Background: an optimization exercise with open tools, aiming at small area and a short achievable clock period. Do not read the settings as production practice.
No functional check of the RTL was part of any run shown here.

==> flow/design.v <==
module square_cell #(
	parameter J = 1
)(
	input  [J:0]   r,      
	input  [J-1:0] qn,     
	input  [1:0]   b,      
	output [J+1:0] nr,
	output [J:0]   nqn
);
	wire [J+2:0] d = {r, b} + {1'b1, qn, 2'b11};
	wire ge = ~d[J+2];
	assign nqn = {qn, ~ge};
	assign nr = ge ? d[J+1:0] : {r[J-1:0], b};
endmodule
module square_extractor #(
	parameter WIDTH = 32
)(
	input clk,     
	input rst_n,   
	input din_valid,
	input [2 * WIDTH - 1:0]radicand,
	output dout_valid,
	output [WIDTH - 1:0]dout,
	output [2 * WIDTH - 1:0]remainder
);
	wire [0:0] qn1;
	wire [1:0] r1;
	assign qn1 = ~(|radicand[63:62]);
	assign r1 = {radicand[63] & radicand[62], radicand[63] & ~radicand[62]};
	wire [61:0] x1 = radicand[61:0];
	reg v_s0;
	reg [0:0] qn_s0;
	reg [1:0] r_s0;
	reg [61:0] x_s0;
	always @(posedge clk or negedge rst_n)
		if (!rst_n) v_s0 <= 1'b0;
		else v_s0 <= din_valid;
	always @(posedge clk) begin qn_s0 <= qn1; r_s0 <= r1; x_s0 <= x1; end
	wire [0:0] qn1_in = qn_s0;
	wire [1:0] r1_in = r_s0;
	wire [61:0] x1_in = x_s0;
	wire [1:0] qn2;
	wire [2:0] r2;
	square_cell #(.J(1)) u_row1 (.r(r1_in), .qn(qn1_in), .b(x1_in[61:60]), .nr(r2), .nqn(qn2));
	wire [59:0] x2 = x1_in[59:0];
	reg v_s1;
	reg [1:0] qn_s1;
	reg [2:0] r_s1;
	reg [59:0] x_s1;
	always @(posedge clk or negedge rst_n)
		if (!rst_n) v_s1 <= 1'b0;
		else v_s1 <= v_s0;
	always @(posedge clk) begin qn_s1 <= qn2; r_s1 <= r2; x_s1 <= x2; end
	wire [1:0] qn2_in = qn_s1;
	wire [2:0] r2_in = r_s1;
	wire [59:0] x2_in = x_s1;
	wire [2:0] qn3;
	wire [3:0] r3;
	square_cell #(.J(2)) u_row2 (.r(r2_in), .qn(qn2_in), .b(x2_in[59:58]), .nr(r3), .nqn(qn3));
	wire [57:0] x3 = x2_in[57:0];
	reg v_s2;
	reg [2:0] qn_s2;
	reg [3:0] r_s2;
	reg [57:0] x_s2;
	always @(posedge clk or negedge rst_n)
		if (!rst_n) v_s2 <= 1'b0;
		else v_s2 <= v_s1;
	always @(posedge clk) begin qn_s2 <= qn3; r_s2 <= r3; x_s2 <= x3; end
	wire [2:0] qn3_in = qn_s2;
	wire [3:0] r3_in = r_s2;
	wire [57:0] x3_in = x_s2;
	wire [3:0] qn4;
	wire [4:0] r4;
	square_cell #(.J(3)) u_row3 (.r(r3_in), .qn(qn3_in), .b(x3_in[57:56]), .nr(r4), .nqn(qn4));
	wire [55:0] x4 = x3_in[55:0];
	reg v_s3;
	reg [3:0] qn_s3;
	reg [4:0] r_s3;
	reg [55:0] x_s3;
	always @(posedge clk or negedge rst_n)
		if (!rst_n) v_s3 <= 1'b0;
		else v_s3 <= v_s2;
	always @(posedge clk) begin qn_s3 <= qn4; r_s3 <= r4; x_s3 <= x4; end
	wire [3:0] qn4_in = qn_s3;
	wire [4:0] r4_in = r_s3;
	wire [55:0] x4_in = x_s3;
	wire [4:0] qn5;
	wire [5:0] r5;
	square_cell #(.J(4)) u_row4 (.r(r4_in), .qn(qn4_in), .b(x4_in[55:54]), .nr(r5), .nqn(qn5));
	wire [53:0] x5 = x4_in[53:0];
	reg v_s4;
	reg [4:0] qn_s4;
	reg [5:0] r_s4;
	reg [53:0] x_s4;
	always @(posedge clk or negedge rst_n)
		if (!rst_n) v_s4 <= 1'b0;
		else v_s4 <= v_s3;
	always @(posedge clk) begin qn_s4 <= qn5; r_s4 <= r5; x_s4 <= x5; end
	wire [4:0] qn5_in = qn_s4;
	wire [5:0] r5_in = r_s4;
	wire [53:0] x5_in = x_s4;
	wire [5:0] qn6;
	wire [6:0] r6;
	square_cell #(.J(5)) u_row5 (.r(r5_in), .qn(qn5_in), .b(x5_in[53:52]), .nr(r6), .nqn(qn6));
	wire [51:0] x6 = x5_in[51:0];
	reg v_s5;
	reg [5:0] qn_s5;
	reg [6:0] r_s5;
	reg [51:0] x_s5;
	always @(posedge clk or negedge rst_n)
		if (!rst_n) v_s5 <= 1'b0;
		else v_s5 <= v_s4;
	always @(posedge clk) begin qn_s5 <= qn6; r_s5 <= r6; x_s5 <= x6; end
	wire [5:0] qn6_in = qn_s5;
	wire [6:0] r6_in = r_s5;
	wire [51:0] x6_in = x_s5;
	wire [6:0] qn7;
	wire [7:0] r7;
	square_cell #(.J(6)) u_row6 (.r(r6_in), .qn(qn6_in), .b(x6_in[51:50]), .nr(r7), .nqn(qn7));
	wire [49:0] x7 = x6_in[49:0];
	reg v_s6;
	reg [6:0] qn_s6;
	reg [7:0] r_s6;
	reg [49:0] x_s6;
	always @(posedge clk or negedge rst_n)
		if (!rst_n) v_s6 <= 1'b0;
		else v_s6 <= v_s5;
	always @(posedge clk) begin qn_s6 <= qn7; r_s6 <= r7; x_s6 <= x7; end
	wire [6:0] qn7_in = qn_s6;
	wire [7:0] r7_in = r_s6;
	wire [49:0] x7_in = x_s6;
	wire [7:0] qn8;
	wire [8:0] r8;
	square_cell #(.J(7)) u_row7 (.r(r7_in), .qn(qn7_in), .b(x7_in[49:48]), .nr(r8), .nqn(qn8));
	wire [47:0] x8 = x7_in[47:0];
	reg v_s7;
	reg [7:0] qn_s7;
	reg [8:0] r_s7;
	reg [47:0] x_s7;
	always @(posedge clk or negedge rst_n)
		if (!rst_n) v_s7 <= 1'b0;
		else v_s7 <= v_s6;
	always @(posedge clk) begin qn_s7 <= qn8; r_s7 <= r8; x_s7 <= x8; end
	wire [7:0] qn8_in = qn_s7;
	wire [8:0] r8_in = r_s7;
	wire [47:0] x8_in = x_s7;
	wire [8:0] qn9;
	wire [9:0] r9;
	square_cell #(.J(8)) u_row8 (.r(r8_in), .qn(qn8_in), .b(x8_in[47:46]), .nr(r9), .nqn(qn9));
	wire [45:0] x9 = x8_in[45:0];
	reg v_s8;
	reg [8:0] qn_s8;
	reg [9:0] r_s8;
	reg [45:0] x_s8;
	always @(posedge clk or negedge rst_n)
		if (!rst_n) v_s8 <= 1'b0;
		else v_s8 <= v_s7;
	always @(posedge clk) begin qn_s8 <= qn9; r_s8 <= r9; x_s8 <= x9; end
	wire [8:0] qn9_in = qn_s8;
	wire [9:0] r9_in = r_s8;
	wire [45:0] x9_in = x_s8;
	wire [9:0] qn10;
	wire [10:0] r10;
	square_cell #(.J(9)) u_row9 (.r(r9_in), .qn(qn9_in), .b(x9_in[45:44]), .nr(r10), .nqn(qn10));
	wire [43:0] x10 = x9_in[43:0];
	reg v_s9;
	reg [9:0] qn_s9;
	reg [10:0] r_s9;
	reg [43:0] x_s9;
	always @(posedge clk or negedge rst_n)
		if (!rst_n) v_s9 <= 1'b0;
		else v_s9 <= v_s8;
	always @(posedge clk) begin qn_s9 <= qn10; r_s9 <= r10; x_s9 <= x10; end
	wire [9:0] qn10_in = qn_s9;
	wire [10:0] r10_in = r_s9;
	wire [43:0] x10_in = x_s9;
	wire [10:0] qn11;
	wire [11:0] r11;
	square_cell #(.J(10)) u_row10 (.r(r10_in), .qn(qn10_in), .b(x10_in[43:42]), .nr(r11), .nqn(qn11));
	wire [41:0] x11 = x10_in[41:0];
	reg v_s10;
	reg [10:0] qn_s10;
	reg [11:0] r_s10;
	reg [41:0] x_s10;
	always @(posedge clk or negedge rst_n)
		if (!rst_n) v_s10 <= 1'b0;
		else v_s10 <= v_s9;
	always @(posedge clk) begin qn_s10 <= qn11; r_s10 <= r11; x_s10 <= x11; end
	wire [10:0] qn11_in = qn_s10;
	wire [11:0] r11_in = r_s10;
	wire [41:0] x11_in = x_s10;
	wire [11:0] qn12;
	wire [12:0] r12;
	square_cell #(.J(11)) u_row11 (.r(r11_in), .qn(qn11_in), .b(x11_in[41:40]), .nr(r12), .nqn(qn12));
	wire [39:0] x12 = x11_in[39:0];
	reg v_s11;
	reg [11:0] qn_s11;
	reg [12:0] r_s11;
	reg [39:0] x_s11;
	always @(posedge clk or negedge rst_n)
		if (!rst_n) v_s11 <= 1'b0;
		else v_s11 <= v_s10;
	always @(posedge clk) begin qn_s11 <= qn12; r_s11 <= r12; x_s11 <= x12; end
	wire [11:0] qn12_in = qn_s11;
	wire [12:0] r12_in = r_s11;
	wire [39:0] x12_in = x_s11;
	wire [12:0] qn13;
	wire [13:0] r13;
	square_cell #(.J(12)) u_row12 (.r(r12_in), .qn(qn12_in), .b(x12_in[39:38]), .nr(r13), .nqn(qn13));
	wire [37:0] x13 = x12_in[37:0];
	reg v_s12;
	reg [12:0] qn_s12;
	reg [13:0] r_s12;
	reg [37:0] x_s12;
	always @(posedge clk or negedge rst_n)
		if (!rst_n) v_s12 <= 1'b0;
		else v_s12 <= v_s11;
	always @(posedge clk) begin qn_s12 <= qn13; r_s12 <= r13; x_s12 <= x13; end
	wire [12:0] qn13_in = qn_s12;
	wire [13:0] r13_in = r_s12;
	wire [37:0] x13_in = x_s12;
	wire [13:0] qn14;
	wire [14:0] r14;
	square_cell #(.J(13)) u_row13 (.r(r13_in), .qn(qn13_in), .b(x13_in[37:36]), .nr(r14), .nqn(qn14));
	wire [35:0] x14 = x13_in[35:0];
	reg v_s13;
	reg [13:0] qn_s13;
	reg [14:0] r_s13;
	reg [35:0] x_s13;
	always @(posedge clk or negedge rst_n)
		if (!rst_n) v_s13 <= 1'b0;
		else v_s13 <= v_s12;
	always @(posedge clk) begin qn_s13 <= qn14; r_s13 <= r14; x_s13 <= x14; end
	wire [13:0] qn14_in = qn_s13;
	wire [14:0] r14_in = r_s13;
	wire [35:0] x14_in = x_s13;
	wire [14:0] qn15;
	wire [15:0] r15;
	square_cell #(.J(14)) u_row14 (.r(r14_in), .qn(qn14_in), .b(x14_in[35:34]), .nr(r15), .nqn(qn15));
	wire [33:0] x15 = x14_in[33:0];
	reg v_s14;
	reg [14:0] qn_s14;
	reg [15:0] r_s14;
	reg [33:0] x_s14;
	always @(posedge clk or negedge rst_n)
		if (!rst_n) v_s14 <= 1'b0;
		else v_s14 <= v_s13;
	always @(posedge clk) begin qn_s14 <= qn15; r_s14 <= r15; x_s14 <= x15; end
	wire [14:0] qn15_in = qn_s14;
	wire [15:0] r15_in = r_s14;
	wire [33:0] x15_in = x_s14;
	wire [15:0] qn16;
	wire [16:0] r16;
	square_cell #(.J(15)) u_row15 (.r(r15_in), .qn(qn15_in), .b(x15_in[33:32]), .nr(r16), .nqn(qn16));
	wire [31:0] x16 = x15_in[31:0];
	reg v_s15;
	reg [15:0] qn_s15;
	reg [16:0] r_s15;
	reg [31:0] x_s15;
	always @(posedge clk or negedge rst_n)
		if (!rst_n) v_s15 <= 1'b0;
		else v_s15 <= v_s14;
	always @(posedge clk) begin qn_s15 <= qn16; r_s15 <= r16; x_s15 <= x16; end
	wire [15:0] qn16_in = qn_s15;
	wire [16:0] r16_in = r_s15;
	wire [31:0] x16_in = x_s15;
	wire [16:0] qn17;
	wire [17:0] r17;
	square_cell #(.J(16)) u_row16 (.r(r16_in), .qn(qn16_in), .b(x16_in[31:30]), .nr(r17), .nqn(qn17));
	wire [29:0] x17 = x16_in[29:0];
	reg v_s16;
	reg [16:0] qn_s16;
	reg [17:0] r_s16;
	reg [29:0] x_s16;
	always @(posedge clk or negedge rst_n)
		if (!rst_n) v_s16 <= 1'b0;
		else v_s16 <= v_s15;
	always @(posedge clk) begin qn_s16 <= qn17; r_s16 <= r17; x_s16 <= x17; end
	wire [16:0] qn17_in = qn_s16;
	wire [17:0] r17_in = r_s16;
	wire [29:0] x17_in = x_s16;
	wire [17:0] qn18;
	wire [18:0] r18;
	square_cell #(.J(17)) u_row17 (.r(r17_in), .qn(qn17_in), .b(x17_in[29:28]), .nr(r18), .nqn(qn18));
	wire [27:0] x18 = x17_in[27:0];
	reg v_s17;
	reg [17:0] qn_s17;
	reg [18:0] r_s17;
	reg [27:0] x_s17;
	always @(posedge clk or negedge rst_n)
		if (!rst_n) v_s17 <= 1'b0;
		else v_s17 <= v_s16;
	always @(posedge clk) begin qn_s17 <= qn18; r_s17 <= r18; x_s17 <= x18; end
	wire [17:0] qn18_in = qn_s17;
	wire [18:0] r18_in = r_s17;
	wire [27:0] x18_in = x_s17;
	wire [18:0] qn19;
	wire [19:0] r19;
	square_cell #(.J(18)) u_row18 (.r(r18_in), .qn(qn18_in), .b(x18_in[27:26]), .nr(r19), .nqn(qn19));
	wire [25:0] x19 = x18_in[25:0];
	reg v_s18;
	reg [18:0] qn_s18;
	reg [19:0] r_s18;
	reg [25:0] x_s18;
	always @(posedge clk or negedge rst_n)
		if (!rst_n) v_s18 <= 1'b0;
		else v_s18 <= v_s17;
	always @(posedge clk) begin qn_s18 <= qn19; r_s18 <= r19; x_s18 <= x19; end
	wire [18:0] qn19_in = qn_s18;
	wire [19:0] r19_in = r_s18;
	wire [25:0] x19_in = x_s18;
	wire [19:0] qn20;
	wire [20:0] r20;
	square_cell #(.J(19)) u_row19 (.r(r19_in), .qn(qn19_in), .b(x19_in[25:24]), .nr(r20), .nqn(qn20));
	wire [23:0] x20 = x19_in[23:0];
	reg v_s19;
	reg [19:0] qn_s19;
	reg [20:0] r_s19;
	reg [23:0] x_s19;
	always @(posedge clk or negedge rst_n)
		if (!rst_n) v_s19 <= 1'b0;
		else v_s19 <= v_s18;
	always @(posedge clk) begin qn_s19 <= qn20; r_s19 <= r20; x_s19 <= x20; end
	wire [19:0] qn20_in = qn_s19;
	wire [20:0] r20_in = r_s19;
	wire [23:0] x20_in = x_s19;
	wire [20:0] qn21;
	wire [21:0] r21;
	square_cell #(.J(20)) u_row20 (.r(r20_in), .qn(qn20_in), .b(x20_in[23:22]), .nr(r21), .nqn(qn21));
	wire [21:0] x21 = x20_in[21:0];
	reg v_s20;
	reg [20:0] qn_s20;
	reg [21:0] r_s20;
	reg [21:0] x_s20;
	always @(posedge clk or negedge rst_n)
		if (!rst_n) v_s20 <= 1'b0;
		else v_s20 <= v_s19;
	always @(posedge clk) begin qn_s20 <= qn21; r_s20 <= r21; x_s20 <= x21; end
	wire [20:0] qn21_in = qn_s20;
	wire [21:0] r21_in = r_s20;
	wire [21:0] x21_in = x_s20;
	wire [21:0] qn22;
	wire [22:0] r22;
	square_cell #(.J(21)) u_row21 (.r(r21_in), .qn(qn21_in), .b(x21_in[21:20]), .nr(r22), .nqn(qn22));
	wire [19:0] x22 = x21_in[19:0];
	reg v_s21;
	reg [21:0] qn_s21;
	reg [22:0] r_s21;
	reg [19:0] x_s21;
	always @(posedge clk or negedge rst_n)
		if (!rst_n) v_s21 <= 1'b0;
		else v_s21 <= v_s20;
	always @(posedge clk) begin qn_s21 <= qn22; r_s21 <= r22; x_s21 <= x22; end
	wire [21:0] qn22_in = qn_s21;
	wire [22:0] r22_in = r_s21;
	wire [19:0] x22_in = x_s21;
	wire [22:0] qn23;
	wire [23:0] r23;
	square_cell #(.J(22)) u_row22 (.r(r22_in), .qn(qn22_in), .b(x22_in[19:18]), .nr(r23), .nqn(qn23));
	wire [17:0] x23 = x22_in[17:0];
	reg v_s22;
	reg [22:0] qn_s22;
	reg [23:0] r_s22;
	reg [17:0] x_s22;
	always @(posedge clk or negedge rst_n)
		if (!rst_n) v_s22 <= 1'b0;
		else v_s22 <= v_s21;
	always @(posedge clk) begin qn_s22 <= qn23; r_s22 <= r23; x_s22 <= x23; end
	wire [22:0] qn23_in = qn_s22;
	wire [23:0] r23_in = r_s22;
	wire [17:0] x23_in = x_s22;
	wire [23:0] qn24;
	wire [24:0] r24;
	square_cell #(.J(23)) u_row23 (.r(r23_in), .qn(qn23_in), .b(x23_in[17:16]), .nr(r24), .nqn(qn24));
	wire [15:0] x24 = x23_in[15:0];
	reg v_s23;
	reg [23:0] qn_s23;
	reg [24:0] r_s23;
	reg [15:0] x_s23;
	always @(posedge clk or negedge rst_n)
		if (!rst_n) v_s23 <= 1'b0;
		else v_s23 <= v_s22;
	always @(posedge clk) begin qn_s23 <= qn24; r_s23 <= r24; x_s23 <= x24; end
	wire [23:0] qn24_in = qn_s23;
	wire [24:0] r24_in = r_s23;
	wire [15:0] x24_in = x_s23;
	wire [24:0] qn25;
	wire [25:0] r25;
	square_cell #(.J(24)) u_row24 (.r(r24_in), .qn(qn24_in), .b(x24_in[15:14]), .nr(r25), .nqn(qn25));
	wire [13:0] x25 = x24_in[13:0];
	reg v_s24;
	reg [24:0] qn_s24;
	reg [25:0] r_s24;
	reg [13:0] x_s24;
	always @(posedge clk or negedge rst_n)
		if (!rst_n) v_s24 <= 1'b0;
		else v_s24 <= v_s23;
	always @(posedge clk) begin qn_s24 <= qn25; r_s24 <= r25; x_s24 <= x25; end
	wire [24:0] qn25_in = qn_s24;
	wire [25:0] r25_in = r_s24;
	wire [13:0] x25_in = x_s24;
	wire [25:0] qn26;
	wire [26:0] r26;
	square_cell #(.J(25)) u_row25 (.r(r25_in), .qn(qn25_in), .b(x25_in[13:12]), .nr(r26), .nqn(qn26));
	wire [11:0] x26 = x25_in[11:0];
	reg v_s25;
	reg [25:0] qn_s25;
	reg [26:0] r_s25;
	reg [11:0] x_s25;
	always @(posedge clk or negedge rst_n)
		if (!rst_n) v_s25 <= 1'b0;
		else v_s25 <= v_s24;
	always @(posedge clk) begin qn_s25 <= qn26; r_s25 <= r26; x_s25 <= x26; end
	wire [25:0] qn26_in = qn_s25;
	wire [26:0] r26_in = r_s25;
	wire [11:0] x26_in = x_s25;
	wire [26:0] qn27;
	wire [27:0] r27;
	square_cell #(.J(26)) u_row26 (.r(r26_in), .qn(qn26_in), .b(x26_in[11:10]), .nr(r27), .nqn(qn27));
	wire [9:0] x27 = x26_in[9:0];
	reg v_s26;
	reg [26:0] qn_s26;
	reg [27:0] r_s26;
	reg [9:0] x_s26;
	always @(posedge clk or negedge rst_n)
		if (!rst_n) v_s26 <= 1'b0;
		else v_s26 <= v_s25;
	always @(posedge clk) begin qn_s26 <= qn27; r_s26 <= r27; x_s26 <= x27; end
	wire [26:0] qn27_in = qn_s26;
	wire [27:0] r27_in = r_s26;
	wire [9:0] x27_in = x_s26;
	wire [27:0] qn28;
	wire [28:0] r28;
	square_cell #(.J(27)) u_row27 (.r(r27_in), .qn(qn27_in), .b(x27_in[9:8]), .nr(r28), .nqn(qn28));
	wire [7:0] x28 = x27_in[7:0];
	reg v_s27;
	reg [27:0] qn_s27;
	reg [28:0] r_s27;
	reg [7:0] x_s27;
	always @(posedge clk or negedge rst_n)
		if (!rst_n) v_s27 <= 1'b0;
		else v_s27 <= v_s26;
	always @(posedge clk) begin qn_s27 <= qn28; r_s27 <= r28; x_s27 <= x28; end
	wire [27:0] qn28_in = qn_s27;
	wire [28:0] r28_in = r_s27;
	wire [7:0] x28_in = x_s27;
	wire [28:0] qn29;
	wire [29:0] r29;
	square_cell #(.J(28)) u_row28 (.r(r28_in), .qn(qn28_in), .b(x28_in[7:6]), .nr(r29), .nqn(qn29));
	wire [5:0] x29 = x28_in[5:0];
	reg v_s28;
	reg [28:0] qn_s28;
	reg [29:0] r_s28;
	reg [5:0] x_s28;
	always @(posedge clk or negedge rst_n)
		if (!rst_n) v_s28 <= 1'b0;
		else v_s28 <= v_s27;
	always @(posedge clk) begin qn_s28 <= qn29; r_s28 <= r29; x_s28 <= x29; end
	wire [28:0] qn29_in = qn_s28;
	wire [29:0] r29_in = r_s28;
	wire [5:0] x29_in = x_s28;
	wire [29:0] qn30;
	wire [30:0] r30;
	square_cell #(.J(29)) u_row29 (.r(r29_in), .qn(qn29_in), .b(x29_in[5:4]), .nr(r30), .nqn(qn30));
	wire [3:0] x30 = x29_in[3:0];
	reg v_s29;
	reg [29:0] qn_s29;
	reg [30:0] r_s29;
	reg [3:0] x_s29;
	always @(posedge clk or negedge rst_n)
		if (!rst_n) v_s29 <= 1'b0;
		else v_s29 <= v_s28;
	always @(posedge clk) begin qn_s29 <= qn30; r_s29 <= r30; x_s29 <= x30; end
	wire [29:0] qn30_in = qn_s29;
	wire [30:0] r30_in = r_s29;
	wire [3:0] x30_in = x_s29;
	wire [30:0] qn31;
	wire [31:0] r31;
	square_cell #(.J(30)) u_row30 (.r(r30_in), .qn(qn30_in), .b(x30_in[3:2]), .nr(r31), .nqn(qn31));
	wire [1:0] x31 = x30_in[1:0];
	reg v_s30;
	reg [30:0] qn_s30;
	reg [31:0] r_s30;
	reg [1:0] x_s30;
	always @(posedge clk or negedge rst_n)
		if (!rst_n) v_s30 <= 1'b0;
		else v_s30 <= v_s29;
	always @(posedge clk) begin qn_s30 <= qn31; r_s30 <= r31; x_s30 <= x31; end
	wire [30:0] qn31_in = qn_s30;
	wire [31:0] r31_in = r_s30;
	wire [1:0] x31_in = x_s30;
	wire [31:0] qn32;
	wire [32:0] r32;
	square_cell #(.J(31)) u_row31 (.r(r31_in), .qn(qn31_in), .b(x31_in[1:0]), .nr(r32), .nqn(qn32));
	reg v_s31;
	reg [31:0] qn_s31;
	reg [32:0] r_s31;
	always @(posedge clk or negedge rst_n)
		if (!rst_n) v_s31 <= 1'b0;
		else v_s31 <= v_s30;
	always @(posedge clk) begin qn_s31 <= qn32; r_s31 <= r32; end
	wire [31:0] qn32_in = qn_s31;
	wire [32:0] r32_in = r_s31;
	assign dout_valid = v_s31;
	assign dout = ~qn32_in;
	assign remainder = {31'b0, r32_in};
endmodule
==> flow/run.sh <==
#!/bin/bash
# synth_recipe.tcl (not shown) runs the flow's synth.tcl, then flattens the netlist and writes it again
# the make line also repeats each setting of config.mk as NAME=value (left out here)
make -C /OpenROAD-flow-scripts/flow DESIGN_CONFIG=/design/flow/config.mk WORK_HOME=/design/flow/orfs CLKGATE_MAP_FILE= SYNTH_SCRIPT=/design/flow/synth_recipe.tcl finish
==> flow/config.mk <==
export PLATFORM = sky130hd
export DESIGN_NAME = square_extractor
export DESIGN_NICKNAME = square_extractor
export VERILOG_FILES = /design/flow/design.v
export SDC_FILE = /design/flow/constraint.sdc
export NUM_CORES = 8
export LEC_CHECK = 0
export ABC_AREA = 1
export CAP_MARGIN = 20
export CORE_MARGIN = 2
export CORE_UTILIZATION = 55
export CTS_CLUSTER_DIAMETER = 60
export CTS_CLUSTER_SIZE = 30
export SETUP_SLACK_MARGIN = 3
export SLEW_MARGIN = 20
==> flow/constraint.sdc <==
create_clock -name core_clock -period 5.5 [get_ports {clk}]
set_input_delay 1.1000 -clock core_clock [delete_from_list [all_inputs] [get_ports {clk}]]
set_output_delay 1.1000 -clock core_clock [all_outputs]
set_load 0.01 [all_outputs]
==> flow_metrics.py, run 1 <==
metrics = {
    "finish": {
        "nFillCells": 13400,
        "final_cell_mix": "3299 x nand2_1, 2026 x dfxtp_1, 1087 x inv_1, 658 x nand3_1, 562 x nor2_1",
        "fin_area_um2": 92700,
        "drive_above_1_share": 0.0570,
        "regArea_um2": 42500,
        "multiInputGateArea_um2": 36800,
        "syn2layout_area_growth_pct": 11.5,
        "diodes": 0,
        "final_common_cell": "nand2_1",
        "layout.nets": 11000,
    },
    "cts": {
        "clk_latency_ns": 0.78,
        "cts_max_level": 4,
        "holdBufCountCts": 0,
        "cts_made_buffers": 141,
        "max-clock-path-buffers": 3,
        "clk_pin_slew_worst_paths_ns": 0.10,
        "clkSinkCount": 2112,
        "cts_tree": "done",
        "cts-root-buf": "clkbuf_16",
    },
    "setup_path": {
        "r2r_start": "qn_s27[12]",
        "path_common_cell": "nand2_1",
        "cp_max_fo": 4,
        "worstPathRequired_ns": 6.15,
        "cp-start-kind": "flop",
        "cp-startpoint": "qn_s27[12]",
        "slowest_stage": "o21ai_0",
        "worstPathArrival_ns": 3.15,
        "rrSetupSlack_ns": 3.01,
        "worstSetupEndpointType": "flop",
        "cpLargestDelayFamily": "simple AND/OR/NAND/NOR gates",
        "cpPeakStageDelay_ns": 0.48,
        "crit_buf_inv": 1,
        "worstSetupPathType": "flop to flop",
        "crit_chain": "ha_1, nand2_1, nor2_1, inv_1, o21ai_0, nand3_1, nand4_1, nand2_1, nand2_1, nand2_1",
    },
    "timing": {
        "skew_ns": 0.0409,
        "setup_viol": 0,
        "min_period_ns": 2.49,
        "hold_viol": 0,
        "worst_pin_slew_ns": 0.935,
        "setup_tns_ns": 0,
        "relSlewSlack": 0.376,
        "rsz0062_at_grt": "yes",
        "clock.fmax_mhz": 401,
        "drv_slew": 0,
        "fin_crit_sh": 0.453,
        "setup_ws_ns": 3.01,
    },
    "grt": {
        "grt.overflow.total": 0,
        "grt_pass1_wl_um": 350000,
        "first_global_vias": 61800,
        "grt_start_max_net_pins": 34,
        "grt_usage": 0.293,
        "antenna_found_initial": 5,
    },
    "logic_synthesis": {
        "yosysWarningCount": 1,
        "synthCells": 10200,
        "synth_seq_cells": 2112,
        "synthArstFlopShare": 0.0152,
        "netlist_area_um2": 83100,
        "synth_flop_cell": "dfxtp_1",
        "yosysSeqAreaShare": 0.511,
        "synth_edf_count": 0,
        "synth_cell_types": 49,
        "synth_area_per_cell_um2": 8.15,
    },
    "detailed_routing": {
        "drt-total-wl_um": 235000,
        "via_per_inst": 5.29,
        "ant_nets": 0,
        "drc": 0,
        "drtIter0Drc": 6083,
        "vias": 66400,
        "post_drt_wl_per_cell_um": 18.7,
        "first_pass_iters": 9,
    },
    "status": {
        "status": "finished clean",
    },
    "placement": {
        "port_buffers": 132,
        "place_ws_ns": 2.52,
        "dp_hpwl_um": 182000,
        "placed_cell_area_um2": 86100,
        "place.gp.congestion": 0.999,
    },
    "run": {
        "maxCapViolCount": 0,
    },
    "die": {
        "row_count": 142,
        "dieArea_um2": 154000,
        "coreArea_um2": 150000,
        "start_util": 0.554,
        "io_pins": 164,
        "die_w_um": 393,
        "die_y_um": 393,
    },
    "min_path": {
        "hold_class": "flop to flop",
        "hp-start": "x_s13[7]",
    },
}
synthesized netlist by cell type, drive strengths merged, types with 10 or more instances:
cell / instances / area share
nand3: 682 / 0.042
nand3b: 13 / 0.0012
dfrtp: 32 / 0.0096
o21bai: 61 / 0.0055
buf: 137 / 0.012
ha: 527 / 0.079
nor2: 579 / 0.026
and2: 24 / 0.0018
nand2: 3416 / 0.16
xor2: 250 / 0.026
inv: 1089 / 0.049
xnor2: 78 / 0.0082
a21o: 46 / 0.0042
nand4: 155 / 0.012
a31oi: 10 / 0.00075
nor3: 83 / 0.0051
o21a: 12 / 0.0011
a21boi: 10 / 0.00095
dfxtp: 2080 / 0.50
o21ai: 356 / 0.022
a21oi: 530 / 0.032
cell type report:
type | instances | share of cell area
flip-flops and latches | 2112 | 0.459
inverters | 1089 | 0.0441
well taps | 2016 | 0.0272
repair buffers | 163 | 0.0169
multi-input cells | 6906 | 0.397
clock buffers | 158 | 0.0401
clock inverters | 94 | 0.0158
metal layers:
layer,global-route usage,up-vias,routed length (µm)
met5,0,-,0
met4,0.0992,0,8180
met3,0.0393,425,17200
met2,0.449,2355,100000
met1,0.422,30600,109000
li1,-,33000,-
worst register-to-register path: cells and delay by family (launching register included):
kind | cells | cell delay [ns]
flip-flops | 1 | 0.37
adder cells (fa/ha/maj) | 1 | 0.39
buffers and inverters | 1 | 0.07
AO/OA/AOI/OAI | 1 | 0.48
AND/OR/NAND/NOR | 7 | 1.07
stage by stage:
stage / hold WS, ns / instances / utilization
2_1_floorplan: 0.310 / 10200 / -
3_3_place_gp: 0.310 / 12200 / 0.574
3_5_place_dp: 0.312 / 12200 / 0.574
4_1_cts: 0.315 / 12500 / 0.611
5_1_grt: 0.310 / 12500 / 0.618
6_report: 0.310 / 12500 / 0.618
final timing paths:
path / cells past startpoint / to
worst max-delay path: 10 / r_s28[23]
worst min-delay path: 0 / x_s14[7]
worst max register to register: 10 / r_s28[23]
worst min register to register: 0 / x_s14[7]
max in group asynchronous: 2 / v_s0
min in group asynchronous: 2 / v_s31
logic make-up after synthesis:
kind of cell,count (synthesis),share of synthesized area
simple gates,4966,0.247
other cells,1,0.0000451
compound gates,1038,0.0674
xor+xnor,328,0.0347
buf+inv,1229,0.0611
flops,2112,0.511
fa+ha+maj,527,0.0793
state kept, by name, summed over array words and instances, names as in the netlist, 31 cells and up:
signal,flops
x_s15,32
r_s30,32
qn_s31,32
r_s29,31
x_s7,48
x_s4,54
x_s2,58
x_s12,38
qn_s30,31
x_s6,50
x_s11,40
x_s8,46
x_s5,52
x_s14,34
x_s10,42
x_s13,36
x_s1,60
x_s9,44
x_s3,56
x_s0,62
r_s31,33
what timing repair did:
| action | CTS | global route |
|---|---|---|
| pin swaps | 3 | 15 |
| buffers inserted | 11 | 15 |
| cloned | 4 | 13 |
| setup endpoints to repair | 436 | 476 |
| endpoints found under the hold margin | 0 | 0 |
| resized for setup | 247 | 185 |
==> run 2: changes to the inputs <==
--- a/flow/config.mk
+++ b/flow/config.mk
@@ -10,3 +10,3 @@
 export CORE_MARGIN = 2
-export CORE_UTILIZATION = 55
+export CORE_UTILIZATION = 65
 export CTS_CLUSTER_DIAMETER = 60
==> flow_metrics.py, run 2 <==
metrics = {
    "cts": {
        "cts_made_buffers": 133,
        "clk_latency_ns": 0.83,
        "max-clock-path-buffers": 3,
        "cts_tree": "done",
        "clk_pin_slew_worst_paths_ns": 0.10,
        "clkSinkCount": 2112,
        "holdBufCountCts": 0,
        "cts_max_level": 4,
        "cts-root-buf": "clkbuf_16",
    },
    "finish": {
        "final_common_cell": "nand2_1",
        "regMostFlops": "x_s0",
        "final_cell_mix": "3288 x nand2_1, 2031 x dfxtp_1, 1084 x inv_1, 653 x nand3_1, 564 x nor2_1",
        "top_regs": "x_s0 (62), x_s1 (60), x_s2 (58)",
        "drive_above_1_share": 0.0606,
        "syn2layout_area_growth_pct": 10.8,
        "largest_reg_flops": 62,
        "layout.nets": 11000,
    },
    "detailed_routing": {
        "first_pass_iters": 8,
        "vias": 70300,
        "ant_nets": 0,
        "drtIter0Drc": 8356,
        "post_drt_wl_per_cell_um": 20.9,
        "drc": 0,
        "via_per_inst": 5.77,
        "drt-total-wl_um": 254000,
    },
    "grt": {
        "grt_start_max_net_pins": 34,
        "grt_usage": 0.368,
        "first_global_vias": 66300,
        "antenna_found_initial": 12,
        "grt.overflow.total": 0,
        "grt_pass1_wl_um": 376000,
    },
    "logic_synthesis": {
        "yosysSeqAreaShare": 0.511,
        "yosysWarningCount": 1,
        "synth_edf_count": 0,
        "synthCells": 10200,
        "netlist_area_um2": 83100,
        "synthArstFlopShare": 0.0152,
        "synth_area_per_cell_um2": 8.15,
        "synth_flop_cell": "dfxtp_1",
        "synth_common_cells": "3336 x nand2_1, 2080 x dfxtp_1, 1087 x inv_1",
        "synth_cell_types": 49,
        "synth.most_common_cell": "nand2_1",
        "synth_top_area_cell": "dfxtp_1",
        "ys_top_cells_by_area": "dfxtp_1 50%, nand2_1 15%, ha_1 7.9%",
        "synth_top_cell_area_share": 0.501,
        "synth_seq_cells": 2112,
    },
    "timing": {
        "setup_ws_ns": 2.95,
        "setup_tns_ns": 0,
        "worst_pin_slew_ns": 0.863,
        "hold_viol": 0,
        "skew_ns": 0.0585,
        "clock.fmax_mhz": 392,
        "drv_slew": 0,
        "min_period_ns": 2.55,
        "fin_crit_sh": 0.464,
        "relSlewSlack": 0.424,
        "rsz0062_at_grt": "yes",
        "setup_viol": 0,
        "whs_ns": 0.305,
    },
    "setup_path": {
        "cpPeakStageDelay_ns": 0.41,
        "worstPathArrival_ns": 3.25,
        "crit_chain": "ha_1, a21o_1, a31oi_1, nand3_2, xor2_4, buf_12, o21ai_0",
        "worstSetupEndpointType": "flop",
        "cp_max_fo": 11,
        "worstSetupPathType": "flop to flop",
        "cp-start-kind": "flop",
        "slowest_stage": "ha_1",
        "worstPathRequired_ns": 6.20,
    },
    "status": {
        "status": "finished clean",
    },
    "die": {
        "start_util": 0.653,
        "io_pins": 164,
        "coreArea_um2": 127000,
        "die_y_um": 362,
        "dieArea_um2": 131000,
        "die_w_um": 362,
        "row_count": 131,
    },
    "placement": {
        "dp_hpwl_um": 185000,
        "place.gp.congestion": 1.02,
        "port_buffers": 132,
        "place_ws_ns": 2.49,
    },
    "min_path": {
        "hold_class": "flop to flop",
    },
    "run": {
        "maxCapViolCount": 0,
    },
}
-- run 2: stage by stage --
| stage | instance area (µm²) | instances | util |
|---|---|---|---|
| after detailed placement | 85700 | 11900 | 0.673 |
| after global placement | 85700 | 11900 | 0.673 |
| after CTS | 90800 | 12100 | 0.714 |
| final | 92100 | 12200 | 0.724 |
| after floorplan | 83200 | 10200 | - |
| after global routing | 92000 | 12200 | 0.724 |
-- run 2: kinds of logic after synthesis --
logic type,synth area share
DFF,0.511
adders and majority gates,0.0793
and+or+nand+nor,0.247
AOI/OAI and AO/OA,0.0674
other,0.0000451
buffers and inverters,0.0611
xor gates and xnor gates,0.0347
-- run 2: area by class of cell --
class,instances,area [µm²]
Clock buffer,153,3530
Timing Repair inverter,1,7.51
Tap cell,1662,2080
Timing Repair Buffer,159,1380
Inverter,1089,4090
Fill cell,9437,35100
Antenna cell,6,15.0
Clock inverter,85,1430
Sequential cell,2112,42500
Multi-Input combinational cell,6909,37000
-- run 2: worst paths after layout --
check,from,end,slack (ns),cells past startpoint
max,qn_s9[7],r_s10[9],2.95,7
min,x_s1[30],x_s2[30],0.31,0
max reg2reg,qn_s9[7],r_s10[9],2.95,7
min reg2reg,x_s1[30],x_s2[30],0.31,0
max in group asynchronous,rst_n,v_s6,4.48,2
min in group asynchronous,rst_n,v_s4,0.70,2
-- run 2: timing repair --
action                     4_1_cts  5_1_grt
buffers inserted                 6       18
setup endpoints to repair      446      486
resized for setup              328      221
pin swaps                        3       22
gates cloned                     5       16
-- run 2: critical path: cells and delay by family (launching register included) --
kind                       cells  cell delay (ns)
and+or+nand+nor                1             0.30
DFF                            1             0.40
xor gates and xnor gates       1             0.27
AOI/OAI and AO/OA              3             0.88
adders and majority gates      1             0.41
buffers and inverters          1             0.17
-- run 2: metal layers --
| metal | share of wire | global-route usage | up-vias |
|---|---|---|---|
| met1 | 0.41 | 0.497 | 32300 |
| li1 | - | - | 32900 |
| met2 | 0.43 | 0.569 | 4105 |
| met3 | 0.10 | 0.0737 | 920 |
| met4 | 0.052 | 0.176 | 6 |
| met5 | 0.00015 | 0 | - |

[what the ideal ports hide]
How much do the figures lean on ideal ports? The routed layouts below were timed once more, with nothing changed but the port constraints. Step 1 (the two cells are an assumption about what drives the block):
set clk [get_ports {clk}]
set_driving_cell -lib_cell sky130_fd_sc_hd__clkbuf_16 $clk
set_driving_cell -lib_cell sky130_fd_sc_hd__buf_2 [delete_from_list [all_inputs] $clk]
Step 2 adds t to the input delays and takes it off the output delays; t is the mean of the earliest and latest rising clock arrival at the registers after step 1. Input paths then give back, and output paths get back, about the clock's delay inside the block. a / b / c = ideal / step 1 / step 2; a / b = the first two.
| run | t, ns | setup slack, ns | worst setup path after step 2 | cell pins on the clock port's net |
|---|---|---|---|---|
| run 1 | 0.857 | 3.008 / 2.970 / 3.008 | register to register | 1 |
| run 2 | 0.899 | 2.950 / 2.950 / 2.950 | register to register | 1 |
After both steps setup and hold are still met in every run listed.
